Background: an optimization exercise with open tools, aiming at small area. Do not read the settings as production practice.
The RTL was checked by simulation tests, not by an equivalence proof against the original design.
Power and IR drop assume default switching activity.

### design.v
`timescale 1ns / 1ps
module FreqCounter(
    input mclk,
    input rst,
    input signal,
    output [15:0] freq
);
reg [15:0] cnt;      
reg [12:0] fc;       
reg        old;
reg [2:0]  av;
reg [14:0] acc;      
reg [12:0] h7;       
reg [14:0] fq;       
wire gate_end = (cnt == 16'd49999);
wire [12:0] fcn = fc + (signal != old);
always @(posedge mclk) begin
    if (rst) begin
        cnt <= 0; fc <= 0; old <= 0; av <= 0; acc <= 0; h7 <= 0; fq <= 0;
    end else begin
        old <= signal;
        cnt <= gate_end ? 16'd0 : cnt + 16'd1;
        fc  <= gate_end ? 13'd0 : fcn;
        if (gate_end) begin
            av <= av + 3'd1;
            if (av == 3'd7)
                acc <= fcn;
            else
                acc <= acc + fcn;
            if (av == 3'd6) begin
                h7 <= fcn;
                fq <= acc + ((fcn + h7) >> 1);
            end
        end else if (av == 3'd7)
            fq <= acc;
    end
end
assign freq = {1'b0, fq};
endmodule
### run.sh
#!/bin/bash
# synth_recipe.tcl (not shown) runs the flow's synth.tcl, then flattens the netlist and writes it again
# the make line also repeats each setting of config.mk as NAME=value (left out here)
make -C /OpenROAD-flow-scripts/flow DESIGN_CONFIG=/design/flow/config.mk WORK_HOME=/design/flow/orfs CLKGATE_MAP_FILE= SYNTH_SCRIPT=/design/flow/synth_recipe.tcl finish
### config.mk
export PLATFORM = sky130hd
export DESIGN_NAME = FreqCounter
export DESIGN_NICKNAME = FreqCounter
export VERILOG_FILES = /design/flow/design.v
export SDC_FILE = /design/flow/constraint.sdc
export NUM_CORES = 4
export LEC_CHECK = 0
export CAP_MARGIN = 20
export CORE_MARGIN = 2
export CORE_UTILIZATION = 40
export SLEW_MARGIN = 20
### constraint.sdc
create_clock -name core_clock -period 10.0 [get_ports {mclk}]
set_input_delay 2.0000 -clock core_clock [delete_from_list [all_inputs] [get_ports {mclk}]]
set_output_delay 2.0000 -clock core_clock [all_outputs]
set_load 0.01 [all_outputs]
==> impl_metrics.py, run 1 <==
metrics = {
    "status": {
        "outcome": "no timing/DRC/antenna violations",
    },
    "cts": {
        "root_buffer": "clkbuf_16",
        "clk_path_buf_depth": 2,
        "path_clk_slew_ns": 0.06,
        "cts_tree": "built",
        "insertion_delay_ns": 0.35,
        "cts_buffers": 9,
        "cts.htree.levels": 3,
        "cts_setup_buffers": 0,
        "cts.sinks": 76,
        "cts_resized": 0,
        "cts_hold_repair.buffers": 0,
    },
    "routing": {
        "dr_wl_met3_um": 602,
        "drt-initial-drc-count": 264,
        "wl_met1_um": 6230,
        "ant_nets": 0,
        "routed-wl-met2_um": 5890,
        "drt-pass1-iter-count": 5,
        "wirelength_um": 13000,
        "via_per_inst": 5.55,
        "num_vias": 4481,
        "drc": 0,
        "avgRoutedWirePerCell_um": 16.0,
        "dr.max_layer_used": "met4",
    },
    "sta": {
        "fin_tns_setup_ns": 0,
        "hold_slack_ns": 0.450,
        "hold_viol_final": 0,
        "post-route-period-util_pct": 66.4,
        "period_needed_ns": 6.64,
        "rsz0062_at_grt": "false",
        "drv_slew": 0,
        "max_freq_mhz": 151,
        "worstMarginPinSlew_ns": 0.853,
        "skew_ns": 0.0131,
        "maxSlewHeadroom_pct": 43.1,
        "setup_viol": 0,
    },
    "min_path": {
        "min_path_type": "flip-flop to flip-flop",
    },
    "final_layout": {
        "nFillCells": 1242,
        "finalNetCount": 683,
        "area_growth_pct": 12.4,
        "drive_gt1_share_pct": 5.82,
        "antenna_cells": 0,
    },
    "die": {
        "coreArea_um2": 12500,
        "io_pins": 19,
        "rows": 41,
        "dieHeight_um": 116,
        "initial_utilization_pct": 40.6,
        "die_x_um": 116,
        "die_area_um2": 13600,
    },
    "logic_synthesis": {
        "synth_area_leaders": "dfxtp_1, ha_1, xnor2_1, nor2_1, a21oi_1",
        "syn_area_um2": 5060,
        "yosysTopAreaCellShare_pct": 30.1,
        "yosysMostFrequentCell": "dfxtp_1",
        "avgSynthCellArea_um2": 8.13,
        "netlist_instances": 622,
        "synth.distinct_cells": 68,
        "ys.flop_type": "dfxtp_1",
        "async_reset_ff_share_pct": 0,
        "synth_top_area_cell": "dfxtp_1",
        "synth_seq_cells": 76,
        "syn_nets": 674,
        "synth-edff-count": 0,
        "ys_seq_area_share_pct": 30.1,
        "synth_commonest_cells": "dfxtp_1, nor2_1, nand2_1",
        "yosysWarningCount": 1,
    },
    "grt": {
        "grt_max_degree": 53,
        "gr-usage-all-layers_pct": 20.1,
        "grt_pass1_wl_um": 20900,
        "grt-ovfl-total": 0,
        "grt_pass1_vias": 4181,
        "antenna_found_initial": 0,
    },
    "power": {
        "ir_worst_vdd_v": 0.0000594,
        "leakage_nw": 2.25,
        "powerDensity_nw_per_um2": 117,
    },
    "placed_design": {
        "portBuffers": 17,
        "gp_congestion": 0.963,
        "dp_hpwl_um": 9610,
    },
    "setup_path": {
        "path_max_fanout": 7,
        "critPathKind": "input port to flip-flop",
        "cp.required_ns": 10.27,
        "crit_arrival_ns": 6.91,
        "endpoint_kind": "flip-flop",
        "start_kind": "input port",
    },
    "job": {
        "max-cap-violations": 0,
    },
}
-- metrics by stage --
stage | power (mW) | util (%) | std cells | instance area, µm² | setup WS [ns]
2_1_floorplan | 0.332 | - | 622 | 5060 | 4.06
3_3_place_gp | 0.338 | 43.1 | 792 | 5380 | 3.19
3_5_place_dp | 0.338 | 43.1 | 792 | 5380 | 3.05
4_1_cts | 0.674 | 45.5 | 808 | 5680 | 3.39
5_1_grt | 0.688 | 45.6 | 808 | 5690 | 2.98
6_report | 0.664 | 45.6 | 808 | 5690 | 3.36
-- area by class of cell --
| class | instances | area, µm² | area share, % |
|---|---|---|---|
| multi-input combinational | 502 | 3380 | 59.4 |
| sequential | 76 | 1520 | 26.8 |
| clock buffer | 9 | 225 | 3.96 |
| tap | 172 | 215 | 3.78 |
| timing repair buffer | 21 | 195 | 3.43 |
| inverter | 21 | 78.8 | 1.39 |
| clock inverter | 7 | 73.8 | 1.30 |
-- registers in the layout, indices dropped and copies added (netlist names) --
signal and flops:
acc 15, av 3, cnt 16, fc 13, fq 15, h7 13
old 1
-- layer usage --
metal / up-vias / global-route usage, %
li1: 2274 / -
met1: 2094 / 26.2
met2: 95 / 32.4
met3: 18 / 4.05
met4: 0 / 8.41
met5: - / 0
-- where the power goes --
part / total [mW] / internal (mW) / switching (mW)
logic: 0.0243 / 0.00814 / 0.0161
registers: 0.307 / 0.305 / 0.00212
clock network: 0.333 / 0.194 / 0.138
-- placed cells by master, fill, tap and decap left out, types with 9 or more instances in the layout --
| cell | instances |
|---|---|
| a211oi_1 | 22 |
| a21o_1 | 11 |
| a21oi_1 | 51 |
| and2_1 | 11 |
| clkbuf_16 | 9 |
| clkdlybuf4s50_1 | 16 |
| dfxtp_1 | 76 |
| ha_1 | 46 |
| inv_1 | 20 |
| nand2_1 | 65 |
| nand3_1 | 16 |
| nand4_1 | 9 |
| nor2_1 | 70 |
| nor3_1 | 12 |
| o21ai_0 | 28 |
| xnor2_1 | 32 |
| xor2_1 | 18 |
-- worst paths after layout --
| kind | slack (ns) | to | depth (start not counted) | startpoint |
|---|---|---|---|---|
| min | 0.45 | cnt[0] | 1 | cnt[0] |
| max | 3.36 | fq[13] | 20 | signal |
| min reg2reg | 0.45 | cnt[0] | 1 | cnt[0] |
| max reg2reg | 5.19 | fq[13] | 19 | old |
-- cells by family after synthesis --
group,count (synthesis),synth area share [%]
AOI/OAI and AO/OA,171,22.2
xor gates and xnor gates,50,8.66
adders and majority gates,49,12.6
buffers and inverters,44,3.66
DFF,76,30.1
muxes,3,0.618
other,1,0.0741
and+or+nand+nor,228,22.1
-- worst max-delay path, stage by stage --
cell,delay (ns)
clkdlybuf4s50_1,0.49
xor2_1,0.20
ha_1,0.28
nand3_1,0.21
nor2_1,0.19
nand2_1,0.08
xor2_1,0.26
inv_1,0.16
ha_1,0.39
a21oi_1,0.16
o21ai_0,0.12
o41ai_1,0.53
xnor2_1,0.15
ha_1,0.40
a21o_1,0.24
a221o_1,0.31
a211oi_1,0.32
nor3_4,0.05
xnor2_1,0.15
a211oi_2,0.21
==> inputs of run 2 (changes only) <==
==> design.v (replaced) <==
`timescale 1ns / 1ps
module FreqCounter(
    input mclk,
    input rst,
    input signal,
    output [15:0] freq
);
reg [15:0] lfsr;     
reg [12:0] fc;       
reg        old;
reg [2:0]  av;
reg [14:0] sa;
reg [14:0] sm;
reg        p;
reg        m;        
reg [14:0] fq;       
wire gate_end = (lfsr == 16'h9487);
wire e = signal ^ old;
wire in6 = (av == 3'd6);
wire fin = gate_end & in6;
wire [13:0] fci;
inc #(13) i0(.a(fc), .ci(e), .s(fci));
wire wrap = fci[13];
wire [12:0] fcn = fci[12:0];
wire [15:0] sai;
inc #(15) i1(.a(sa), .ci(e), .s(sai));
wire [14:0] san = {sai[14:13] - wrap, sai[12:0]};
wire [15:0] smi;
inc #(15) i2(.a(sm), .ci(in6 ? e & p : e), .s(smi));
wire [14:0] smn = {smi[14:12] - (wrap ? (in6 ? 3'd1 : 3'd2) : 3'd0), smi[11:0]};
always @(posedge mclk) begin
    if (rst) begin
        lfsr <= 0; fc <= 0; old <= 0; av <= 0; sa <= 0; sm <= 0; p <= 0; m <= 0; fq <= 0;
    end else begin
        old <= signal;
        lfsr <= gate_end ? 16'd0 : {lfsr[14:0], ~(lfsr[15] ^ lfsr[14] ^ lfsr[12] ^ lfsr[3])};
        fc  <= gate_end ? 13'd0 : fcn;
        if (gate_end)
            av <= av + 3'd1;
        m <= fin;
        sa <= m ? {14'd0, e} : san;
        if (fin) begin
            sm <= {3'd0, fcn[12:1]};
            p <= fcn[0];
        end else begin
            sm <= smn;
            if (in6)
                p <= p ^ e;
        end
        if (fin)
            fq <= smn;
        else if (m)
            fq <= sa;
    end
end
assign freq = {1'b0, fq};
endmodule
module inc #(parameter W = 8) (input [W-1:0] a, input ci, output [W:0] s);
wire [W:0] c;
assign c[0] = ci;
genvar i;
generate for (i = 0; i < W; i = i + 1) begin : g
    assign s[i] = a[i] ^ c[i];
    assign c[i+1] = a[i] & c[i];
end endgenerate
assign s[W] = c[W];
endmodule
--- a/config.mk
+++ b/config.mk
@@ -10,2 +10,3 @@
 export CORE_UTILIZATION = 40
+export CTS_BUF_LIST = sky130_fd_sc_hd__clkbuf_4
 export SLEW_MARGIN = 20
==> run 2 against run 1 <==
Effect of this change: setup slack better by 0.27 ns; critical path type unchanged; first-iteration DRC count is 84% lower; hold slack better by 0.010 ns; still clean; fmax is 4.2% higher; design area is 33% lower; largest power group is now registers; critical endpoint is now fq[14]; sequential power is 6% higher; critical path depth is 4 higher.
==> impl_metrics.py, run 2 <==
metrics = {
    "status": {
        "outcome": "no timing/DRC/antenna violations",
    },
    "logic_synthesis": {
        "yosysTopAreaCellShare_pct": 46.9,
        "synth_seq_cells": 80,
        "netlist_instances": 321,
        "synth_top_area_cell": "dfxtp_1",
        "avgSynthCellArea_um2": 10.6,
        "yosysMostFrequentCell": "dfxtp_1",
        "synth_commonest_cells": "dfxtp_1, ha_1, and2_1",
        "synth_area_leaders": "dfxtp_1, ha_1, and2_1, mux2i_1, a211oi_1",
        "syn_nets": 372,
        "synth.distinct_cells": 33,
        "syn_area_um2": 3410,
        "ys.flop_type": "dfxtp_1",
        "yosysWarningCount": 1,
        "synth-edff-count": 0,
        "async_reset_ff_share_pct": 0,
        "ys_seq_area_share_pct": 46.9,
    },
    "grt": {
        "grt_max_degree": 50,
        "antenna_found_initial": 0,
        "gr-usage-all-layers_pct": 13.8,
        "grt-ovfl-total": 0,
        "grt_pass1_vias": 2223,
        "grt_pass1_wl_um": 9860,
    },
    "cts": {
        "root_buffer": "clkbuf_4",
        "cts.htree.levels": 3,
        "cts_buffers": 9,
        "path_clk_slew_ns": 0.12,
        "cts_setup_buffers": 0,
        "cts_resized": 0,
        "cts.sinks": 80,
        "cts_tree": "built",
        "clk_path_buf_depth": 2,
        "cts_hold_repair.buffers": 0,
        "insertion_delay_ns": 0.41,
    },
    "routing": {
        "ant_nets": 0,
        "via_per_inst": 4.95,
        "drt-initial-drc-count": 42,
        "drt-pass1-iter-count": 4,
        "wirelength_um": 5590,
        "avgRoutedWirePerCell_um": 12.7,
        "num_vias": 2180,
        "drc": 0,
    },
    "setup_path": {
        "worst-r2r-setup-slack_ns": 5.22,
        "max_stage_delay_ns": 0.44,
        "endpoint_kind": "flip-flop",
        "path_max_fanout": 3,
        "rr_startpoint": "av[0]",
        "start_kind": "input port",
        "crit_arrival_ns": 6.70,
        "cp.required_ns": 10.33,
        "crit_path_top_delay_cell": "fa_1",
        "critPathKind": "input port to flip-flop",
        "reg2regPathDepth": 23,
        "path_cells": "clkdlybuf4s50_1 -> xnor2_1 -> inv_1 -> ha_1 -> nor2_1 -> a21oi_1 -> ha_1 -> ha_1 -> ha_1 -> ha_1 -> ha_1 -> ha_1 -> ha_1 -> ha_1 -> ha_1 -> ha_1 -> ha_1 -> ha_1 -> ha_1 -> ha_1 -> fa_1 -> xnor2_1 -> xnor2_1 -> a211oi_1",
        "r2r_end": "fq[14]",
        "cp_common_cell": "ha_1",
    },
    "power": {
        "leakage_nw": 1.60,
        "share_comb_of_total_power_pct": 3.3,
        "p_switching_uw": 118,
        "powerDensity_nw_per_um2": 146,
        "sw_frac_of_total_pct": 21.4,
        "internal_power_uw": 434,
        "clockPowerShare_pct": 37.8,
        "power_frac_seq_pct": 58.9,
        "ir_worst_vdd_v": 0.0000923,
    },
    "sta": {
        "rsz0062_at_grt": "false",
        "layout_setup_ws_ns": 3.63,
        "worstMarginPinSlew_ns": 0.912,
        "fin_tns_setup_ns": 0,
        "setup_viol": 0,
        "post-route-period-util_pct": 63.7,
        "period_needed_ns": 6.37,
        "hold_slack_ns": 0.460,
        "skew_ns": 0.0162,
        "drv_slew": 0,
        "max_freq_mhz": 157,
        "maxSlewHeadroom_pct": 39.2,
        "hold_viol_final": 0,
    },
    "placed_design": {
        "portBuffers": 17,
        "dp_slack_ns": 3.18,
        "gp_congestion": 0.785,
        "dp_hpwl_um": 3850,
        "postPlaceCellArea_um2": 3620,
    },
    "min_path": {
        "holdCritStartpoint": "lfsr[11]",
        "hold_end": "lfsr[12]",
        "whs_path_depth": 1,
        "min_path_type": "flip-flop to flip-flop",
    },
    "final_layout": {
        "largest_register_ffs": 16,
        "antenna_cells": 0,
        "drive_gt1_share_pct": 7.16,
        "fin_util_pct": 45.8,
        "finalNetCount": 381,
        "regMostFlops": "lfsr",
        "design_area_um2": 3780,
        "area_growth_pct": 10.9,
        "layout_common_cells": "dfxtp_1, ha_1, and2_1",
        "final_common_cell": "dfxtp_1",
    },
    "die": {
        "die_area_um2": 9290,
        "dieHeight_um": 96.4,
        "io_pins": 19,
        "coreArea_um2": 8260,
        "initial_utilization_pct": 41.3,
        "rows": 33,
        "die_x_um": 96.4,
    },
    "job": {
        "max-cap-violations": 0,
    },
}
[run 2: kinds of logic after synthesis]
group | after synthesis | share of synthesized area [%]
and+or+nand+nor | 95 | 16.7
DFF | 80 | 46.9
adders and majority gates | 48 | 17.8
buffers and inverters | 28 | 3.70
other | 1 | 0.110
xor gates and xnor gates | 8 | 2.05
AOI/OAI and AO/OA | 47 | 8.58
muxes | 14 | 4.11
[run 2: routing by layer]
layer  routed length (µm)  track usage, %  vias up
li1                     -               -     1146
met1                 2650            16.4     1005
met2                 2670            23.2       21
met3                  177            4.86        8
met4                   85            4.58        0
met5                    0               0        -
[run 2: critical path, delay by kind of cell]
kind	cells	cell delay, ns
fa+ha+maj	16	3.27
buf+inv	2	0.55
xor+xnor	3	0.53
compound gates	2	0.26
simple gates	1	0.10
[run 2: how the worst max path moves through the flow]
| stage | start | to | slack, ns | cells after the start |
|---|---|---|---|---|
| final | signal | fq[14] | 3.63 | 24 |
| after global placement | signal | fq[14] | 3.27 | 24 |
| after CTS | signal | fq[14] | 3.63 | 24 |
| after global routing | signal | fq[14] | 3.30 | 24 |
| after detailed placement | signal | fq[14] | 3.18 | 24 |
| after floorplan | signal | fq[14] | 3.87 | 23 |
[run 2: per-stage QoR]
stage | instances | power [mW]
finish | 440 | 0.552
floorplan | 321 | 0.347
detailed placement | 424 | 0.351
CTS | 440 | 0.562
global route | 440 | 0.577
global placement | 424 | 0.351
[run 2: power groups by stage]
stage	Combinational [mW]	Sequential, mW	Clock [mW]
floorplan	0.0145	0.332	0
global placement	0.0181	0.333	0
detailed placement	0.0183	0.333	0
CTS	0.0185	0.326	0.217
global route	0.0210	0.326	0.229
finish	0.0180	0.326	0.209
[run 2: layout make-up]
class / instances / area [µm²]
Inverter: 7 / 26.3
Timing Repair Buffer: 19 / 180
Multi-Input combinational cell: 213 / 1690
Clock inverter: 6 / 83.8
Tap cell: 105 / 131
Fill cell: 811 / 4470
Sequential cell: 80 / 1600
Clock buffer: 10 / 75.1
==> inputs of run 3 (changes only) <==
--- a/config.mk
+++ b/config.mk
@@ -10,3 +10,3 @@
 export CORE_UTILIZATION = 40
-export CTS_BUF_LIST = sky130_fd_sc_hd__clkbuf_4
+export CTS_BUF_LIST = sky130_fd_sc_hd__clkbuf_8
 export SLEW_MARGIN = 20
==> run 3 against run 2 <==
Effect of this change: sequential cell count unchanged; critical endpoint unchanged; still clean; via count decreased by 0.23%; cell count unchanged; routed wire length increased by 0.13%; clock skew decreased by 0.0053 ns.
==> impl_metrics.py, run 3 <==
metrics = {
    "cts": {
        "root_buffer": "clkbuf_8",
        "clk_path_buf_depth": 2,
        "cts_buffers": 9,
        "cts_setup_buffers": 0,
        "insertion_delay_ns": 0.34,
        "cts_tree": "built",
        "cts_resized": 0,
        "cts.sinks": 80,
        "cts.htree.levels": 3,
        "path_clk_slew_ns": 0.08,
        "cts_hold_repair.buffers": 0,
    },
    "final_layout": {
        "area_growth_pct": 13.1,
        "antenna_cells": 0,
        "final_common_cell": "dfxtp_1",
        "design_area_um2": 3860,
        "fin_util_pct": 46.7,
        "layout_common_cells": "dfxtp_1, ha_1, and2_1",
        "largest_register_ffs": 16,
        "finalNetCount": 381,
        "nFillCells": 806,
        "regMostFlops": "lfsr",
        "drive_gt1_share_pct": 7.46,
    },
    "routing": {
        "wl_met1_um": 2710,
        "num_vias": 2175,
        "routed-wl-met2_um": 2680,
        "avgRoutedWirePerCell_um": 12.7,
        "via_per_inst": 4.94,
        "drt-pass1-iter-count": 4,
        "dr_wl_met3_um": 165,
        "drt-initial-drc-count": 35,
        "drc": 0,
        "dr.max_layer_used": "met4",
        "ant_nets": 0,
        "wirelength_um": 5590,
    },
    "sta": {
        "post-route-period-util_pct": 64.6,
        "worstMarginPinSlew_ns": 0.930,
        "max_freq_mhz": 155,
        "fin_tns_setup_ns": 0,
        "drv_slew": 0,
        "period_needed_ns": 6.46,
        "rsz0062_at_grt": "false",
        "maxSlewHeadroom_pct": 38.0,
        "hold_viol_final": 0,
        "setup_viol": 0,
        "skew_ns": 0.0109,
    },
    "setup_path": {
        "crit_buf_inv": 2,
        "max_stage_delay_ns": 0.44,
        "crit_arrival_ns": 6.63,
        "cp_common_cell": "ha_1",
        "crit_start": "signal",
        "path_max_fanout": 3,
        "critPathKind": "input port to flip-flop",
        "path_cells": "clkdlybuf4s50_1 -> xnor2_1 -> inv_1 -> ha_1 -> nor2_1 -> a21oi_1 -> ha_1 -> ha_1 -> ha_1 -> ha_1 -> ha_1 -> ha_1 -> ha_1 -> ha_1 -> ha_1 -> ha_1 -> ha_1 -> ha_1 -> ha_1 -> ha_1 -> fa_1 -> xnor2_1 -> xnor2_1 -> a211oi_1",
        "endpoint_kind": "flip-flop",
        "cp_num_cells": 24,
        "rr_startpoint": "av[0]",
        "crit_path_top_delay_cell": "fa_1",
        "start_kind": "input port",
        "crit_family": "adder cells",
        "reg2regPathDepth": 23,
        "cp.required_ns": 10.18,
        "setup.worst_path.end": "fq[14]",
        "worst-r2r-setup-slack_ns": 5.22,
        "r2r_end": "fq[14]",
    },
    "die": {
        "rows": 33,
        "dieHeight_um": 96.4,
        "io_pins": 19,
        "coreArea_um2": 8260,
        "die_x_um": 96.4,
        "initial_utilization_pct": 41.3,
        "die_area_um2": 9290,
    },
    "logic_synthesis": {
        "synth_top_family_by_area": "adder cells",
        "ys_seq_area_share_pct": 46.9,
        "synthSimpleGateAreaFrac_pct": 16.7,
        "synth_area_leaders": "dfxtp_1, ha_1, and2_1, mux2i_1, a211oi_1",
        "avgSynthCellArea_um2": 10.6,
        "synth_compound_area_share_pct": 8.58,
        "synth_commonest_cells": "dfxtp_1, ha_1, and2_1",
        "synth.distinct_cells": 33,
        "synth_xor_xnor_area_share_pct": 2.05,
        "async_reset_ff_share_pct": 0,
        "synthAdderAreaFrac_pct": 17.8,
        "synth-edff-count": 0,
        "synth_mux_area_share_pct": 4.11,
        "yosysMostFrequentCell": "dfxtp_1",
        "synth_top_area_cell": "dfxtp_1",
        "syn_area_um2": 3410,
        "ys.flop_type": "dfxtp_1",
        "synth_seq_cells": 80,
        "syn_nets": 372,
        "yosysTopAreaCellShare_pct": 46.9,
        "yosysWarningCount": 1,
        "netlist_instances": 321,
    },
    "min_path": {
        "min_path_type": "flip-flop to flip-flop",
    },
    "power": {
        "clockPowerShare_pct": 43.5,
        "ir_worst_vdd_v": 0.000110,
        "power_frac_seq_pct": 53.5,
        "sw_frac_of_total_pct": 20.3,
        "share_comb_of_total_power_pct": 3.0,
        "p_switching_uw": 123,
        "powerDensity_nw_per_um2": 157,
        "finalPower_uw": 607,
        "internal_power_uw": 484,
        "leakage_nw": 1.63,
    },
    "placed_design": {
        "portBuffers": 17,
        "dp_hpwl_um": 3850,
        "postPlaceCellArea_um2": 3620,
        "gp_congestion": 0.785,
    },
    "grt": {
        "grt_max_degree": 50,
        "antenna_found_initial": 0,
        "grt-ovfl-total": 0,
        "gr-usage-all-layers_pct": 13.7,
        "grt_pass1_vias": 2224,
        "grt_pass1_wl_um": 9870,
    },
    "job": {
        "max-cap-violations": 0,
    },
    "status": {
        "outcome": "no timing/DRC/antenna violations",
    },
}
## run 3: cell count changes in the layout (fill, tap and decap cells not counted), sizes merged
cell,change
inv,+1
clkinv,-2
clkbuf,+1
## run 3: cell families (layout without fill, tap and decap cells)
group	Yosys count	in the layout
other	1	1
buffers and inverters	28	42
multiplexers	14	14
flip-flops	80	80
AO/OA/AOI/OAI	47	47
XOR/XNOR	8	8
AND/OR/NAND/NOR	95	95
adder cells (fa/ha/maj)	48	48
## run 3: final cells by class
type / count / area (µm²) / share of cell area, %
timing repair buffer: 19 / 180 / 4.67
clock inverter: 5 / 80.1 / 2.08
tap: 105 / 131 / 3.41
clock buffer: 11 / 151 / 3.92
multi-input combinational: 213 / 1690 / 43.7
sequential: 80 / 1600 / 41.5
inverter: 7 / 26.3 / 0.681
## run 3: power by group through the flow
stage	combinational [mW]	sequential [mW]	clock, mW
4_1_cts	0.0185	0.325	0.275
3_3_place_gp	0.0181	0.333	0
5_1_grt	0.0209	0.326	0.286
6_report	0.0180	0.325	0.264
2_1_floorplan	0.0145	0.332	0
3_5_place_dp	0.0183	0.333	0
## run 3: worst min-delay path by stage
stage,from,endpoint,cells after the start
after detailed placement,lfsr[1],lfsr[2],1
after global placement,lfsr[11],lfsr[12],1
final,lfsr[11],lfsr[12],1
after global routing,lfsr[11],lfsr[12],1
after floorplan,lfsr[7],lfsr[8],1
after CTS,lfsr[11],lfsr[12],1
## run 3: stage by stage
step	setup slack, ns	std cells	hold WS, ns
after floorplan	3.87	321	0.421
final	3.54	440	0.452
after CTS	3.55	440	0.457
after detailed placement	3.18	424	0.434
after global routing	3.21	440	0.478
after global placement	3.27	424	0.427
## run 3: routing by layer
metal / up-vias / global-route usage [%]
met5: - / 0
met4: 0 / 3.87
met3: 4 / 4.62
met2: 23 / 23.1
met1: 1004 / 16.6
li1: 1144 / -
==> inputs of run 4 (changes only) <==
--- a/config.mk
+++ b/config.mk
@@ -9,4 +9,6 @@
 export CORE_MARGIN = 2
-export CORE_UTILIZATION = 40
+export CORE_UTILIZATION = 70
 export CTS_BUF_LIST = sky130_fd_sc_hd__clkbuf_8
+export CTS_CLUSTER_DIAMETER = 200
+export CTS_CLUSTER_SIZE = 30
 export SLEW_MARGIN = 20
==> run 4 against run 3 <==
Effect of this change: still clean; die area fell by 41%; core utilization increased by 34 points; first-iteration DRC count grew to 4.0 times the previous value; synthesized cell count is the same; fmax hardly changed; critical path type unchanged.
==> impl_metrics.py, run 4 <==
metrics = {
    "status": {
        "outcome": "no timing/DRC/antenna violations",
    },
    "die": {
        "dieHeight_um": 73.8,
        "die_x_um": 73.8,
        "rows": 25,
        "die_area_um2": 5450,
        "initial_utilization_pct": 72.2,
        "coreArea_um2": 4720,
        "io_pins": 19,
    },
    "final_layout": {
        "drive_gt1_share_pct": 7.14,
        "finalNetCount": 382,
        "finalNonFillerCells": 403,
        "largest_register_ffs": 16,
        "layout_common_cells": "dfxtp_1, ha_1, and2_1",
        "final_common_cell": "dfxtp_1",
        "nFillCells": 326,
        "regMostFlops": "lfsr",
        "area_growth_pct": 11.6,
        "design_area_um2": 3810,
        "antenna_cells": 0,
    },
    "sta": {
        "drv_slew": 0,
        "maxSlewHeadroom_pct": 33.1,
        "rsz0062_at_grt": "false",
        "worstMarginPinSlew_ns": 0.999,
        "skew_ns": 0.00878,
        "setup_viol": 0,
        "max_freq_mhz": 155,
        "post-route-period-util_pct": 64.6,
        "layout_setup_ws_ns": 3.54,
        "fin_tns_setup_ns": 0,
        "period_needed_ns": 6.46,
        "hold_viol_final": 0,
    },
    "routing": {
        "drt-pass1-iter-count": 4,
        "num_vias": 2278,
        "drc": 0,
        "via_per_inst": 5.65,
        "avgRoutedWirePerCell_um": 14.7,
        "drt-initial-drc-count": 140,
        "wirelength_um": 5940,
        "ant_nets": 0,
    },
    "logic_synthesis": {
        "ys_seq_area_share_pct": 46.9,
        "synth_area_leaders": "dfxtp_1, ha_1, and2_1, mux2i_1, a211oi_1",
        "avgSynthCellArea_um2": 10.6,
        "synth_top_area_cell": "dfxtp_1",
        "ys.flop_type": "dfxtp_1",
        "syn_area_um2": 3410,
        "yosysWarningCount": 1,
        "async_reset_ff_share_pct": 0,
        "synth_commonest_cells": "dfxtp_1, ha_1, and2_1",
        "syn_nets": 372,
        "yosysMostFrequentCell": "dfxtp_1",
        "synth.distinct_cells": 33,
        "yosysTopAreaCellShare_pct": 46.9,
        "synth-edff-count": 0,
        "netlist_instances": 321,
        "synth_seq_cells": 80,
    },
    "job": {
        "max-cap-violations": 0,
    },
    "cts": {
        "cts_buffers": 9,
        "cts_tree": "built",
        "root_buffer": "clkbuf_8",
        "cts_setup_buffers": 0,
        "clk_path_buf_depth": 2,
        "cts_hold_repair.buffers": 0,
        "cts.htree.levels": 3,
        "cts.sinks": 80,
        "cts_resized": 0,
        "path_clk_slew_ns": 0.08,
        "insertion_delay_ns": 0.35,
    },
    "power": {
        "ir_worst_vdd_v": 0.000131,
        "power_frac_seq_pct": 54.6,
        "powerDensity_nw_per_um2": 157,
        "sw_frac_of_total_pct": 20.7,
        "leakage_nw": 1.64,
        "share_comb_of_total_power_pct": 3.2,
        "internal_power_uw": 473,
        "clockPowerShare_pct": 42.1,
        "p_switching_uw": 123,
    },
    "grt": {
        "grt_max_degree": 50,
        "grt_pass1_wl_um": 10200,
        "grt_pass1_vias": 2261,
        "grt_util_met3_pct": 6.72,
        "grt.met1_usage_pct": 29.5,
        "grt-ovfl-total": 0,
        "antenna_found_initial": 0,
        "gr-usage-all-layers_pct": 25.3,
        "grt.busiest_layer": "met2",
        "grtUsageMet2_pct": 43.2,
    },
    "setup_path": {
        "critPathKind": "input port to flip-flop",
        "crit_start": "signal",
        "endpoint_kind": "flip-flop",
        "start_kind": "input port",
        "cp.required_ns": 10.26,
        "rr_startpoint": "av[0]",
        "crit_arrival_ns": 6.72,
        "path_max_fanout": 3,
    },
    "placed_design": {
        "dp_slack_ns": 3.15,
        "dp_hpwl_um": 3910,
        "portBuffers": 17,
        "dp.cells": 387,
        "postPlaceCellArea_um2": 3590,
        "gp_congestion": 0.827,
    },
    "min_path": {
        "holdCritStartpoint": "lfsr[14]",
        "min_path_type": "flip-flop to flip-flop",
    },
}
-- run 4: cell counts after synthesis --
No cell type changed its count.
-- run 4: power groups by stage --
stage	clock network (mW)	logic, mW	registers (mW)
floorplan	0	0.0145	0.332
global placement	0	0.0185	0.333
detailed placement	0	0.0194	0.333
CTS	0.253	0.0195	0.326
global route	0.267	0.0219	0.326
finish	0.251	0.0192	0.326
-- run 4: stage by stage --
| stage | hold slack (ns) | power (mW) | utilization (%) |
|---|---|---|---|
| 2_1_floorplan | 0.421 | 0.347 | - |
| 5_1_grt | 0.483 | 0.615 | 80.6 |
| 3_3_place_gp | 0.425 | 0.351 | 76.0 |
| 4_1_cts | 0.453 | 0.598 | 80.6 |
| 6_report | 0.449 | 0.596 | 80.6 |
| 3_5_place_dp | 0.439 | 0.352 | 76.0 |
-- run 4: layer usage --
metal,part of all wire [%],routed length [µm]
met4,2.1,127
met2,52,3090
met3,3.1,187
met5,0,0
met1,43,2540
-- run 4: kinds of logic (layout without fill, tap and decap cells) --
family          Yosys count  count (layout)  synth area share (%)
simple gates             95              95                  16.7
flops                    80              80                  46.9
fa+ha+maj                48              48                  17.8
compound gates           47              47                  8.58
buf+inv                  28              43                  3.70
mux                      14              14                  4.11
xor+xnor                  8               8                  2.05
other cells               1               1                 0.110
-- run 4: worst paths after layout --
| path | to | slack, ns | depth (start not counted) |
|---|---|---|---|
| min reg2reg | lfsr[15] | 0.45 | 2 |
| max reg2reg | fq[14] | 5.20 | 25 |
| min | lfsr[15] | 0.45 | 2 |
| max | fq[14] | 3.54 | 26 |
-- run 4: layout make-up --
type | instances | area (µm²) | share of cell area, %
Clock buffer | 13 | 179 | 4.70
Clock inverter | 3 | 38.8 | 1.02
Inverter | 7 | 26.3 | 0.690
Multi-Input combinational cell | 213 | 1680 | 44.2
Sequential cell | 80 | 1600 | 42.1
Tap cell | 67 | 83.8 | 2.20
Timing Repair Buffer | 20 | 193 | 5.06
-- run 4: worst max-delay path: stages --
cell and delay, ns:
clkdlybuf4s50_1 0.43, xnor2_1 0.23, inv_1 0.12, ha_1 0.19, nor2_1 0.10, a21oi_1 0.05
ha_1 0.20, ha_1 0.18, ha_1 0.18, ha_1 0.17, ha_1 0.18, ha_1 0.18
ha_1 0.18, ha_1 0.18, ha_1 0.18, ha_1 0.17, ha_1 0.17, ha_1 0.18
ha_1 0.26, inv_1 0.07, ha_1 0.16, inv_1 0.05, fa_1 0.39, xnor2_1 0.15
xnor2_1 0.14, a211oi_1 0.23
==> inputs of run 5 (changes only) <==
--- a/config.mk
+++ b/config.mk
@@ -10,5 +10,5 @@
 export CORE_UTILIZATION = 70
-export CTS_BUF_LIST = sky130_fd_sc_hd__clkbuf_8
-export CTS_CLUSTER_DIAMETER = 200
-export CTS_CLUSTER_SIZE = 30
+export CTS_BUF_LIST = sky130_fd_sc_hd__clkbuf_4
+export CTS_CLUSTER_DIAMETER = 100
+export CTS_CLUSTER_SIZE = 20
 export SLEW_MARGIN = 20
==> run 5 against run 4 <==
Effect of this change: still clean on timing, DRC and antenna; die area is the same; sequential power barely moved; design area decreased by 2.4%; setup slack better by 0.077 ns; via count down 0.35%; non-clock buffer count did not move; largest power group unchanged.
==> impl_metrics.py, run 5 <==
metrics = {
    "status": {
        "outcome": "no timing/DRC/antenna violations",
    },
    "routing": {
        "drt-pass1-iter-count": 4,
        "avgRoutedWirePerCell_um": 13.9,
        "num_vias": 2270,
        "via_per_inst": 5.63,
        "wirelength_um": 5600,
        "drt-initial-drc-count": 106,
        "drc": 0,
        "ant_nets": 0,
    },
    "cts": {
        "cts.sinks": 80,
        "cts_resized": 0,
        "clk_path_buf_depth": 2,
        "cts.htree.levels": 3,
        "insertion_delay_ns": 0.41,
        "cts_tree": "built",
        "cts_buffers": 9,
        "root_buffer": "clkbuf_4",
        "cts_hold_repair.buffers": 0,
        "cts_setup_buffers": 0,
        "path_clk_slew_ns": 0.12,
    },
    "setup_path": {
        "path_max_fanout": 3,
        "critPathKind": "input port to flip-flop",
        "max_stage_delay_ns": 0.45,
        "cp_common_cell": "ha_1",
        "cp.required_ns": 10.33,
        "crit_arrival_ns": 6.71,
        "start_kind": "input port",
        "crit_buf_inv": 2,
        "path_cells": "clkdlybuf4s50_1 -> xnor2_1 -> inv_1 -> ha_1 -> nor2_1 -> a21oi_1 -> ha_1 -> ha_1 -> ha_1 -> ha_1 -> ha_1 -> ha_1 -> ha_1 -> ha_1 -> ha_1 -> ha_1 -> ha_1 -> ha_1 -> ha_1 -> ha_1 -> fa_1 -> xnor2_1 -> xnor2_1 -> a211oi_1",
        "endpoint_kind": "flip-flop",
        "crit_family": "adder cells",
        "crit_path_top_delay_cell": "fa_1",
    },
    "grt": {
        "grt_max_degree": 50,
        "gr-usage-all-layers_pct": 23.9,
        "grt_pass1_wl_um": 9860,
        "grt-ovfl-total": 0,
        "grt_pass1_vias": 2283,
        "antenna_found_initial": 0,
    },
    "logic_synthesis": {
        "synth-edff-count": 0,
        "syn_nets": 372,
        "ys_seq_area_share_pct": 46.9,
        "synth_seq_cells": 80,
        "netlist_instances": 321,
        "yosysMostFrequentCell": "dfxtp_1",
        "yosysTopAreaCellShare_pct": 46.9,
        "ys.flop_type": "dfxtp_1",
        "avgSynthCellArea_um2": 10.6,
        "synth_commonest_cells": "dfxtp_1, ha_1, and2_1",
        "synth.distinct_cells": 33,
        "syn_area_um2": 3410,
        "yosysWarningCount": 1,
        "synth_top_area_cell": "dfxtp_1",
        "synth_area_leaders": "dfxtp_1, ha_1, and2_1, mux2i_1, a211oi_1",
        "async_reset_ff_share_pct": 0,
    },
    "placed_design": {
        "dp.cells": 387,
        "gp_congestion": 0.827,
        "portBuffers": 17,
        "dp_hpwl_um": 3910,
    },
    "sta": {
        "maxSlewHeadroom_pct": 33.8,
        "drv_slew": 0,
        "period_needed_ns": 6.38,
        "skew_ns": 0.0135,
        "max_freq_mhz": 157,
        "post-route-period-util_pct": 63.8,
        "setup_viol": 0,
        "hold_viol_final": 0,
        "rsz0062_at_grt": "false",
        "worstMarginPinSlew_ns": 0.989,
        "fin_tns_setup_ns": 0,
    },
    "job": {
        "max-cap-violations": 0,
    },
    "power": {
        "ir_worst_vdd_v": 0.000101,
        "powerDensity_nw_per_um2": 141,
        "leakage_nw": 1.59,
    },
    "die": {
        "coreArea_um2": 4720,
        "rows": 25,
        "dieHeight_um": 73.8,
        "die_x_um": 73.8,
        "initial_utilization_pct": 72.2,
        "io_pins": 19,
        "die_area_um2": 5450,
    },
    "final_layout": {
        "largest_register_ffs": 16,
        "regMostFlops": "lfsr",
        "regArea_um2": 1600,
        "finalNetCount": 382,
        "area_growth_pct": 8.84,
        "drive_gt1_share_pct": 6.25,
        "multi_input_area_um2": 1680,
        "finalNonFillerCells": 403,
        "nFillCells": 342,
        "antenna_cells": 0,
        "final_common_cell": "dfxtp_1",
        "layout_common_cells": "dfxtp_1, ha_1, and2_1",
    },
    "min_path": {
        "min_path_type": "flip-flop to flip-flop",
    },
}
run 5: final timing paths:
| kind | start | to | slack [ns] | cells after the start |
|---|---|---|---|---|
| worst max-delay path | signal | fq[14] | 3.62 | 24 |
| worst min register to register | lfsr[14] | lfsr[15] | 0.45 | 2 |
| worst max register to register | av[0] | fq[14] | 5.20 | 23 |
| worst min-delay path | lfsr[14] | lfsr[15] | 0.45 | 2 |
run 5: worst min-delay path, stage by stage (launching register included):
cell and delay (ns):
dfxtp_1 0.31, inv_1 0.06, nor3_1 0.05
run 5: area by class of cell:
cell class | count | share of cell area, %
multi-input combinational | 213 | 45.4
sequential | 80 | 43.1
timing repair buffer | 20 | 5.19
tap | 67 | 2.26
clock buffer | 10 | 2.02
clock inverter | 6 | 1.35
inverter | 7 | 0.708
run 5: kinds of logic after synthesis:
| group | count (synthesis) | synth area share, % |
|---|---|---|
| simple gates | 95 | 16.7 |
| flops | 80 | 46.9 |
| fa+ha+maj | 48 | 17.8 |
| compound gates | 47 | 8.58 |
| buf+inv | 28 | 3.70 |
| mux | 14 | 4.11 |
| xor+xnor | 8 | 2.05 |
| other cells | 1 | 0.110 |
run 5: metal layers:
metal  global-route usage (%)  share of wire, %
met2                     41.0                50
met4                     11.5               2.3
met3                     4.66               3.4
met1                     28.5                44
met5                        0                 0
run 5: where the power goes:
part,internal (mW),switching [mW]
Clock,0.0757,0.103
Sequential,0.323,0.00217
Combinational,0.00789,0.0113
run 5: metrics by stage:
step | utilization [%] | hold WS (ns) | power (mW) | setup WS (ns) | area, µm²
after global placement | 76.0 | 0.425 | 0.351 | 3.32 | 3590
final | 78.6 | 0.447 | 0.523 | 3.62 | 3710
after CTS | 78.6 | 0.449 | 0.525 | 3.58 | 3710
after detailed placement | 76.0 | 0.439 | 0.352 | 3.15 | 3590
after floorplan | - | 0.421 | 0.347 | 3.87 | 3410
after global routing | 78.6 | 0.491 | 0.542 | 3.30 | 3710
==> inputs of run 6 (changes only) <==
--- a/config.mk
+++ b/config.mk
@@ -9,6 +9,3 @@
 export CORE_MARGIN = 2
-export CORE_UTILIZATION = 70
-export CTS_BUF_LIST = sky130_fd_sc_hd__clkbuf_4
-export CTS_CLUSTER_DIAMETER = 100
-export CTS_CLUSTER_SIZE = 20
+export CORE_UTILIZATION = 40
 export SLEW_MARGIN = 20
==> run 6 against run 5 <==
Effect of this change: global-route usage shrank 10 points; still clean; via count shrank 4.2%; register-to-register slack gained 0.02 ns.
==> impl_metrics.py, run 6 <==
metrics = {
    "status": {
        "outcome": "no timing/DRC/antenna violations",
    },
    "routing": {
        "avgRoutedWirePerCell_um": 12.7,
        "wirelength_um": 5590,
        "via_per_inst": 4.94,
        "drt-pass1-iter-count": 4,
        "num_vias": 2175,
        "drc": 0,
        "drt-initial-drc-count": 35,
        "ant_nets": 0,
    },
    "die": {
        "die_x_um": 96.4,
        "dieHeight_um": 96.4,
        "io_pins": 19,
        "rows": 33,
        "initial_utilization_pct": 41.3,
        "die_area_um2": 9290,
        "coreArea_um2": 8260,
    },
    "final_layout": {
        "final_common_cell": "dfxtp_1",
        "largest_register_ffs": 16,
        "area_growth_pct": 13.1,
        "finalNetCount": 381,
        "nFillCells": 806,
        "design_area_um2": 3860,
        "drive_gt1_share_pct": 7.46,
        "layout_common_cells": "dfxtp_1, ha_1, and2_1",
        "antenna_cells": 0,
        "regMostFlops": "lfsr",
    },
    "grt": {
        "grt_util_met3_pct": 4.62,
        "gr-usage-all-layers_pct": 13.7,
        "grt_pass1_vias": 2224,
        "grt.busiest_layer": "met2",
        "grt_pass1_wl_um": 9870,
        "antenna_found_initial": 0,
        "grt-ovfl-total": 0,
        "grtUsageMet2_pct": 23.1,
        "grt_max_degree": 50,
        "grt.met1_usage_pct": 16.6,
    },
    "sta": {
        "skew_ns": 0.0109,
        "period_needed_ns": 6.46,
        "post-route-period-util_pct": 64.6,
        "hold_viol_final": 0,
        "drv_slew": 0,
        "maxSlewHeadroom_pct": 38.0,
        "fin_tns_setup_ns": 0,
        "rsz0062_at_grt": "false",
        "max_freq_mhz": 155,
        "setup_viol": 0,
        "worstMarginPinSlew_ns": 0.930,
    },
    "min_path": {
        "holdCritStartpoint": "lfsr[11]",
        "whs_path_depth": 1,
        "hold_end": "lfsr[12]",
        "min_path_type": "flip-flop to flip-flop",
    },
    "logic_synthesis": {
        "netlist_instances": 321,
        "yosysMostFrequentCell": "dfxtp_1",
        "yosysTopAreaCellShare_pct": 46.9,
        "syn_nets": 372,
        "syn_area_um2": 3410,
        "synth_area_leaders": "dfxtp_1, ha_1, and2_1, mux2i_1, a211oi_1",
        "ys_seq_area_share_pct": 46.9,
        "ys.flop_type": "dfxtp_1",
        "synth.distinct_cells": 33,
        "synth_seq_cells": 80,
        "yosysWarningCount": 1,
        "synth_commonest_cells": "dfxtp_1, ha_1, and2_1",
        "synth-edff-count": 0,
        "synth_top_area_cell": "dfxtp_1",
        "async_reset_ff_share_pct": 0,
        "avgSynthCellArea_um2": 10.6,
    },
    "placed_design": {
        "gp_congestion": 0.785,
        "postPlaceCellArea_um2": 3620,
        "dp_hpwl_um": 3850,
        "portBuffers": 17,
    },
    "power": {
        "powerDensity_nw_per_um2": 158,
        "leakage_nw": 1.63,
        "ir_worst_vdd_v": 0.000111,
        "finalPower_uw": 608,
    },
    "setup_path": {
        "reg2regPathDepth": 23,
        "cp.required_ns": 10.18,
        "crit_arrival_ns": 6.63,
        "path_max_fanout": 3,
        "rr_startpoint": "av[0]",
        "start_kind": "input port",
        "worst-r2r-setup-slack_ns": 5.22,
        "endpoint_kind": "flip-flop",
        "r2r_end": "fq[14]",
        "critPathKind": "input port to flip-flop",
    },
    "cts": {
        "cts_setup_buffers": 0,
        "cts_hold_repair.buffers": 0,
        "cts.sinks": 80,
        "cts_tree": "built",
        "clk_path_buf_depth": 2,
        "root_buffer": "clkbuf_8",
        "cts_resized": 0,
        "insertion_delay_ns": 0.34,
        "cts.htree.levels": 3,
        "cts_buffers": 9,
        "path_clk_slew_ns": 0.08,
    },
    "job": {
        "max-cap-violations": 0,
    },
}
==> run 6: area by class of cell <==
class,instances,area (µm²),area share [%]
inverter,7,26.3,0.681
clock buffer,12,155,4.02
tap,105,131,3.41
timing repair buffer,19,180,4.67
multi-input combinational,213,1690,43.7
sequential,80,1600,41.5
clock inverter,4,76.3,1.98
==> run 6: worst max-delay path by stage <==
stage	slack (ns)	to	from	cells after the start
6_report	3.54	fq[14]	signal	24
3_3_place_gp	3.27	fq[14]	signal	24
5_1_grt	3.21	fq[14]	signal	24
4_1_cts	3.55	fq[14]	signal	24
2_1_floorplan	3.87	fq[14]	signal	23
3_5_place_dp	3.18	fq[14]	signal	24
==> run 6: cell families (layout without fill, tap and decap cells) <==
family	Yosys count	after routing	synth area share (%)
muxes	14	14	4.11
adders and majority gates	48	48	17.8
AOI/OAI and AO/OA	47	47	8.58
other	1	1	0.110
and+or+nand+nor	95	95	16.7
buffers and inverters	28	42	3.70
DFF	80	80	46.9
xor gates and xnor gates	8	8	2.05
==> run 6: metrics by stage <==
step	instances	utilization (%)	hold WS, ns	setup slack (ns)
global route	440	46.7	0.478	3.21
finish	440	46.7	0.452	3.54
CTS	440	46.7	0.457	3.55
global placement	424	43.9	0.427	3.27
floorplan	321	-	0.421	3.87
detailed placement	424	43.9	0.434	3.18
==> run 6: routing by layer <==
layer,wire [µm],up-vias
li1,-,1144
met1,2710,1004
met2,2680,23
met3,165,4
met4,31,0
met5,0,-
==> run 6: power breakdown <==
| group | leakage [nW] | internal (mW) | switching, mW |
|---|---|---|---|
| Combinational | 0.869 | 0.00726 | 0.0108 |
| Clock | 0.113 | 0.155 | 0.110 |
| Sequential | 0.647 | 0.323 | 0.00203 |
| Total | 1.63 | 0.485 | 0.123 |
==> run 6: worst max-delay path, stage by stage <==
cell             delay [ns]
clkdlybuf4s50_1        0.43
xnor2_1                0.24
inv_1                  0.12
ha_1                   0.19
nor2_1                 0.10
a21oi_1                0.05
ha_1                   0.20
ha_1                   0.18
ha_1                   0.18
ha_1                   0.18
ha_1                   0.18
ha_1                   0.18
ha_1                   0.18
ha_1                   0.18
ha_1                   0.18
ha_1                   0.18
ha_1                   0.18
ha_1                   0.18
ha_1                   0.18
ha_1                   0.29
fa_1                   0.44
xnor2_1                0.18
xnor2_1                0.16
a211oi_1               0.09
==> inputs of run 7 (changes only) <==
==> flow/run.sh (new file) <==
#!/bin/bash
# Standard ORFS layout, with two changes made through the flow's own variables:
# the port buffers are buf_1 cells, and CTS builds the clock tree from
# clkbuf_4 cells without dummy loads.
set -euo pipefail
export BUFFER_PORTS_ARGS="-buffer_cell sky130_fd_sc_hd__buf_1"
export CTS_ARGS="-sink_clustering_enable -repair_clock_nets -buf_list sky130_fd_sc_hd__clkbuf_4 -dont_use_dummy_load"
bash standard.sh finish > standard_flow.log 2>&1
==> standard.sh (new file) <==
#!/bin/bash
# synth_recipe.tcl (not shown) runs the flow's synth.tcl, then flattens the netlist and writes it again
# the make line also repeats each setting of config.mk as NAME=value (left out here)
make -C /OpenROAD-flow-scripts/flow DESIGN_CONFIG=/design/flow/config.mk WORK_HOME=/design/flow/orfs CLKGATE_MAP_FILE= SYNTH_SCRIPT=/design/flow/synth_recipe.tcl "${@:-finish}"
--- a/config.mk
+++ b/config.mk
@@ -9,3 +9,3 @@
 export CORE_MARGIN = 2
-export CORE_UTILIZATION = 40
+export CORE_UTILIZATION = 70
 export SLEW_MARGIN = 20
removed: run.sh
==> run 7 against run 6 <==
Effect of this change: routed wire length up 1.3%; total power down 21%; sequential power about the same; sequential share of layout area up 3.6 points; non-clock buffer count unchanged; clock skew up 0.019 ns; fmax up 6.1%; cell count down 10%; core utilization up 28 points; first-iteration DRC count rose to 2.8 times the previous value; via count up 2.5%; combinational power up 3%; still clean on timing, DRC and antenna.
==> impl_metrics.py, run 7 <==
metrics = {
    "routing": {
        "avgRoutedWirePerCell_um": 14.3,
        "wirelength_um": 5660,
        "via_per_inst": 5.65,
        "drc": 0,
        "ant_nets": 0,
        "drt-initial-drc-count": 98,
        "drt-pass1-iter-count": 4,
        "num_vias": 2230,
    },
    "setup_path": {
        "crit_family": "adder cells",
        "crit_path_top_delay_cell": "fa_1",
        "r2r_end": "fq[14]",
        "crit_arrival_ns": 6.40,
        "max_stage_delay_ns": 0.45,
        "endpoint_kind": "flip-flop",
        "path_cells": "buf_1 -> xnor2_1 -> inv_1 -> ha_1 -> nor2_1 -> a21oi_1 -> ha_1 -> ha_1 -> ha_1 -> ha_1 -> ha_1 -> ha_1 -> ha_1 -> ha_1 -> ha_1 -> ha_1 -> ha_1 -> ha_1 -> ha_1 -> ha_1 -> fa_1 -> xnor2_1 -> xnor2_1 -> a211oi_1",
        "worst-r2r-setup-slack_ns": 5.16,
        "reg2regPathDepth": 23,
        "cp.required_ns": 10.32,
        "path_max_fanout": 3,
        "crit_buf_inv": 2,
        "critPathKind": "input port to flip-flop",
        "rr_startpoint": "av[0]",
        "crit_start": "signal",
        "start_kind": "input port",
        "cp_common_cell": "ha_1",
    },
    "sta": {
        "drv_slew": 0,
        "worstMarginPinSlew_ns": 1.07,
        "post-route-period-util_pct": 60.8,
        "skew_ns": 0.0296,
        "fin_tns_setup_ns": 0,
        "max_freq_mhz": 164,
        "period_needed_ns": 6.08,
        "setup_viol": 0,
        "rsz0062_at_grt": "false",
        "hold_viol_final": 0,
        "maxSlewHeadroom_pct": 28.6,
    },
    "logic_synthesis": {
        "synth.distinct_cells": 33,
        "synth_seq_cells": 80,
        "ys_seq_area_share_pct": 46.9,
        "synth_top_area_cell": "dfxtp_1",
        "syn_nets": 372,
        "yosysMostFrequentCell": "dfxtp_1",
        "syn_area_um2": 3410,
        "synth_commonest_cells": "dfxtp_1, ha_1, and2_1",
        "yosysWarningCount": 1,
        "synth_xor_xnor_area_share_pct": 2.05,
        "synthAdderAreaFrac_pct": 17.8,
        "async_reset_ff_share_pct": 0,
        "netlist_instances": 321,
        "yosysTopAreaCellShare_pct": 46.9,
        "synth_compound_area_share_pct": 8.58,
        "synth_area_leaders": "dfxtp_1, ha_1, and2_1, mux2i_1, a211oi_1",
        "ys.flop_type": "dfxtp_1",
        "synth_top_family_by_area": "adder cells",
        "synth_mux_area_share_pct": 4.11,
        "avgSynthCellArea_um2": 10.6,
        "synthSimpleGateAreaFrac_pct": 16.7,
        "synth-edff-count": 0,
    },
    "placed_design": {
        "dp_hpwl_um": 3820,
        "gp_congestion": 0.810,
        "portBuffers": 17,
        "dp.cells": 386,
    },
    "cts": {
        "clk_path_buf_depth": 2,
        "cts_hold_repair.buffers": 0,
        "cts_resized": 0,
        "cts_buffers": 9,
        "root_buffer": "clkbuf_4",
        "cts.htree.levels": 3,
        "cts.sinks": 80,
        "insertion_delay_ns": 0.42,
        "cts_tree": "built",
        "path_clk_slew_ns": 0.12,
        "cts_setup_buffers": 0,
    },
    "grt": {
        "antenna_found_initial": 0,
        "gr-usage-all-layers_pct": 22.8,
        "grt-ovfl-total": 0,
        "grt_max_degree": 50,
        "grt_pass1_wl_um": 9290,
        "grt_pass1_vias": 2120,
    },
    "status": {
        "outcome": "no timing/DRC/antenna violations",
    },
    "job": {
        "max-cap-violations": 0,
    },
    "final_layout": {
        "largest_register_ffs": 16,
        "final_common_cell": "dfxtp_1",
        "finalNonFillerCells": 395,
        "drive_gt1_share_pct": 5.79,
        "nFillCells": 360,
        "regMostFlops": "lfsr",
        "area_growth_pct": 3.92,
        "finalNetCount": 381,
        "antenna_cells": 0,
        "layout_common_cells": "dfxtp_1, ha_1, and2_1",
    },
    "power": {
        "ir_worst_vdd_v": 0.0000958,
        "powerDensity_nw_per_um2": 135,
        "leakage_nw": 1.52,
        "finalPower_uw": 479,
    },
    "min_path": {
        "hold_end": "lfsr[12]",
        "holdCritStartpoint": "lfsr[11]",
        "whs_path_depth": 1,
        "min_path_type": "flip-flop to flip-flop",
    },
    "die": {
        "rows": 25,
        "io_pins": 19,
        "dieHeight_um": 73.8,
        "initial_utilization_pct": 72.2,
        "die_area_um2": 5450,
        "coreArea_um2": 4720,
        "die_x_um": 73.8,
    },
}
run 7: how the worst max path moves through the flow:
stage / to / cells after the start
floorplan: fq[14] / 23
finish: fq[14] / 24
global route: fq[14] / 24
global placement: fq[14] / 24
detailed placement: fq[14] / 24
CTS: fq[14] / 24
run 7: final cells by class:
type | instances | area [µm²] | area share (%)
well taps | 67 | 83.8 | 2.36
clock buffers | 9 | 67.6 | 1.91
repair buffers | 19 | 80.1 | 2.26
multi-input cells | 213 | 1690 | 47.6
flip-flops and latches | 80 | 1600 | 45.2
inverters | 7 | 26.3 | 0.741
run 7: power breakdown:
part	internal, mW	switching [mW]	total [mW]
clock	0.0419	0.0932	0.135
combinational	0.00738	0.0111	0.0185
sequential	0.323	0.00217	0.326
run 7: metal layers:
metal	wire length [µm]	track usage [%]
met3	162	3.70
met5	0	0
met4	117	12.1
met2	2850	39.0
met1	2530	27.2
run 7: cell families after synthesis:
kind of cell	Yosys count
AND/OR/NAND/NOR	95
flip-flops	80
adder cells (fa/ha/maj)	48
AO/OA/AOI/OAI	47
buffers and inverters	28
multiplexers	14
XOR/XNOR	8
other	1
run 7: per-stage QoR:
| stage | setup WS (ns) | utilization [%] | hold slack, ns | instance area (µm²) |
|---|---|---|---|---|
| floorplan | 3.87 | - | 0.421 | 3410 |
| global placement | 3.66 | 73.6 | 0.425 | 3480 |
| detailed placement | 3.50 | 73.6 | 0.437 | 3480 |
| CTS | 3.91 | 75.0 | 0.467 | 3540 |
| global route | 3.72 | 75.1 | 0.480 | 3550 |
| finish | 3.92 | 75.1 | 0.464 | 3550 |
==> inputs of run 8 (changes only) <==
--- a/design.v
+++ b/design.v
@@ -16,3 +16,3 @@
 reg [14:0] fq;       
-wire gate_end = (lfsr == 16'h9487);
+wire gate_end = ({lfsr[15:11], lfsr[8:0]} == {5'b01100, 9'b110001011});
 wire e = signal ^ old;
@@ -35,3 +35,3 @@
         old <= signal;
-        lfsr <= gate_end ? 16'd0 : {lfsr[14:0], ~(lfsr[15] ^ lfsr[14] ^ lfsr[12] ^ lfsr[3])};
+        lfsr <= gate_end ? 16'd0 : {lfsr[14:0], ~(lfsr[15] ^ lfsr[12])};
         fc  <= gate_end ? 13'd0 : fcn;
==> run 8 against run 7 <==
Effect of this change: sequential power is essentially flat; hold slack lost 0.026 ns; fmax grew 0.57%; core utilization shrank 0.27 points; total power shrank 0.91%; cell count shrank 4.3%; synthesized cell count shrank 2.8%; sequential cell count is the same; sequential share of layout area grew 0.47 points; largest power group unchanged; highest routed layer unchanged.
==> impl_metrics.py, run 8 <==
metrics = {
    "status": {
        "outcome": "no timing/DRC/antenna violations",
    },
    "final_layout": {
        "final_common_cell": "dfxtp_1",
        "fin_util_pct": 74.8,
        "antenna_cells": 0,
        "largest_register_ffs": 16,
        "area_growth_pct": 4.04,
        "finalNonFillerCells": 378,
        "regMostFlops": "lfsr",
        "layout_common_cells": "dfxtp_1, ha_1, and2_1",
        "finalNetCount": 376,
        "drive_gt1_share_pct": 8.64,
    },
    "logic_synthesis": {
        "ys_seq_area_share_pct": 47.5,
        "synth_top_family_by_area": "adder cells",
        "synth_mux_area_share_pct": 4.15,
        "syn_nets": 362,
        "yosysTopAreaCellShare_pct": 47.5,
        "synth_commonest_cells": "dfxtp_1, ha_1, and2_1",
        "synth_seq_cells": 80,
        "ys.flop_type": "dfxtp_1",
        "avgSynthCellArea_um2": 10.8,
        "synth_top_area_cell": "dfxtp_1",
        "synth-edff-count": 0,
        "synth_area_leaders": "dfxtp_1, ha_1, and2_1, mux2i_1, a211oi_2",
        "synthSimpleGateAreaFrac_pct": 17.5,
        "yosysWarningCount": 1,
        "synth_compound_area_share_pct": 8.53,
        "yosysMostFrequentCell": "dfxtp_1",
        "synthAdderAreaFrac_pct": 17.7,
        "netlist_instances": 312,
        "syn_area_um2": 3370,
        "async_reset_ff_share_pct": 0,
        "synth.distinct_cells": 33,
        "synth_xor_xnor_area_share_pct": 1.56,
    },
    "sta": {
        "setup_viol": 0,
        "worstMarginPinSlew_ns": 0.915,
        "skew_ns": 0.0280,
        "post-route-period-util_pct": 60.5,
        "period_needed_ns": 6.05,
        "fin_tns_setup_ns": 0,
        "drv_slew": 0,
        "rsz0062_at_grt": "false",
        "layout_setup_ws_ns": 3.95,
        "max_freq_mhz": 165,
        "maxSlewHeadroom_pct": 38.5,
        "hold_viol_final": 0,
    },
    "routing": {
        "wirelength_um": 4940,
        "avgRoutedWirePerCell_um": 13.1,
        "routed-wl-met2_um": 2400,
        "dr.max_layer_used": "met4",
        "num_vias": 2098,
        "via_per_inst": 5.55,
        "dr_wl_met3_um": 106,
        "drt-initial-drc-count": 78,
        "drc": 0,
        "drt-pass1-iter-count": 2,
        "wl_met1_um": 2320,
        "ant_nets": 0,
    },
    "die": {
        "initial_utilization_pct": 71.9,
        "io_pins": 19,
        "dieHeight_um": 73.4,
        "die_x_um": 73.4,
        "coreArea_um2": 4690,
        "die_area_um2": 5390,
        "rows": 25,
    },
    "grt": {
        "grt_pass1_wl_um": 8610,
        "grt_max_degree": 50,
        "grt-ovfl-total": 0,
        "grt_pass1_vias": 2042,
        "antenna_found_initial": 0,
        "gr-usage-all-layers_pct": 21.0,
    },
    "placed_design": {
        "gp_congestion": 0.706,
        "dp_hpwl_um": 3510,
        "dp.cells": 369,
        "dp_slack_ns": 3.50,
        "portBuffers": 17,
    },
    "setup_path": {
        "critPathKind": "input port to flip-flop",
        "cp.required_ns": 10.27,
        "path_max_fanout": 3,
        "r2r_end": "fq[14]",
        "crit_start": "signal",
        "start_kind": "input port",
        "endpoint_kind": "flip-flop",
        "worst-r2r-setup-slack_ns": 5.31,
        "rr_startpoint": "old",
        "crit_arrival_ns": 6.31,
        "reg2regPathDepth": 23,
        "setup.worst_path.end": "fq[14]",
    },
    "cts": {
        "cts_resized": 0,
        "cts.htree.levels": 3,
        "path_clk_slew_ns": 0.12,
        "cts_hold_repair.buffers": 0,
        "cts.sinks": 80,
        "cts_tree": "built",
        "cts_setup_buffers": 0,
        "insertion_delay_ns": 0.41,
        "cts_buffers": 9,
        "clk_path_buf_depth": 2,
        "root_buffer": "clkbuf_4",
    },
    "power": {
        "ir_worst_vdd_v": 0.000106,
        "leakage_nw": 1.57,
        "powerDensity_nw_per_um2": 135,
    },
    "job": {
        "max-cap-violations": 0,
    },
    "min_path": {
        "min_path_type": "flip-flop to flip-flop",
        "holdCritStartpoint": "lfsr[10]",
    },
}
[run 8: cell types whose count changed in the layout (fill, tap and decap cells not counted), moves of 6 or more]
cell / delta
o21ai_0: -13
nor3_1: -15
a211oi_1: -6
nor2_1: +12
a211oi_2: +8
nand2_1: +25
nand3_1: -12
[run 8: worst min-delay path by stage]
stage / cells after the start / end
floorplan: 1 / lfsr[10]
global placement: 1 / lfsr[11]
detailed placement: 1 / lfsr[11]
CTS: 1 / lfsr[11]
global route: 1 / lfsr[11]
finish: 1 / lfsr[11]
[run 8: metal layers]
metal	vias to the layer above	track usage, %
li1	1090	-
met3	11	4.53
met4	0	10.9
met1	976	24.0
met5	-	0
met2	21	36.5
[run 8: cell families (layout without fill, tap and decap cells)]
kind of cell	count (synthesis)	in the layout
multiplexers	14	14
other	1	1
flip-flops	80	80
buffers and inverters	21	33
AO/OA/AOI/OAI	37	37
XOR/XNOR	6	6
adder cells (fa/ha/maj)	47	47
AND/OR/NAND/NOR	106	106
[run 8: area by class of cell]
class	instances	area, µm²
repair buffers	19	80.1
well taps	54	67.6
fillers	343	1180
multi-input cells	211	1670
inverters	5	18.8
flip-flops and latches	80	1600
clock buffers	9	67.6
[run 8: power breakdown]
part | switching, mW | total [mW] | internal (mW)
registers | 0.00192 | 0.325 | 0.323
clock network | 0.0904 | 0.132 | 0.0419
logic | 0.0108 | 0.0173 | 0.00653
[run 8: critical path: stages]
cell,delay [ns]
buf_1,0.09
xnor2_1,0.23
inv_1,0.13
ha_1,0.20
nor2_1,0.10
a21oi_1,0.05
ha_1,0.19
ha_1,0.18
ha_1,0.17
ha_1,0.18
ha_1,0.18
ha_1,0.18
ha_1,0.18
ha_1,0.18
ha_1,0.18
ha_1,0.18
ha_1,0.18
ha_1,0.19
ha_1,0.18
ha_1,0.30
fa_1,0.44
xnor2_1,0.18
xnor2_1,0.16
a211oi_1,0.09
[run 8: per-stage QoR]
step	hold slack [ns]	area [µm²]	power (mW)
detailed placement	0.414	3440	0.350
CTS	0.441	3510	0.480
finish	0.438	3510	0.475
global route	0.458	3510	0.495
global placement	0.409	3440	0.350
floorplan	0.406	3370	0.346

static timing again, ports no longer ideal:
How much do the figures lean on ideal ports? The routed layouts below were timed once more, with nothing changed but the port constraints. Step 1 (the two cells are an assumption about what drives the block):
set clk [get_ports {mclk}]
set_driving_cell -lib_cell sky130_fd_sc_hd__clkbuf_16 $clk
set_driving_cell -lib_cell sky130_fd_sc_hd__buf_2 [delete_from_list [all_inputs] $clk]
Step 2 moves the port delays by t, midway between the first and last clock arrival at a register: inputs arrive t later, outputs are due t later. That takes back most of the time a late clock gives input paths. a / b / c = ideal / step 1 / step 2; a / b = the first two.
run	shift t [ns]	slack for setup (ns)	worst setup path at the end	pins driven straight from the clock port
run 1	0.389	3.361 / 3.381 / 2.993	input to register	1
run 2	0.434	3.628 / 3.635 / 3.201	input to register	1
run 3	0.360	3.544 / 3.552 / 3.191	input to register	1
run 4	0.374	3.543 / 3.552 / 3.177	input to register	1
run 5	0.428	3.620 / 3.623 / 3.195	input to register	1
run 6	0.360	3.544 / 3.552 / 3.191	input to register	1
run 7	0.430	3.916 / 3.922 / 3.491	input to register	1
run 8	0.418	3.951 / 3.955 / 3.537	input to register	1
After both steps every run listed still meets setup and hold. The setup slack of run 2, which loses most, moves by +0.007 ns with the drivers and by -0.427 ns with both steps.
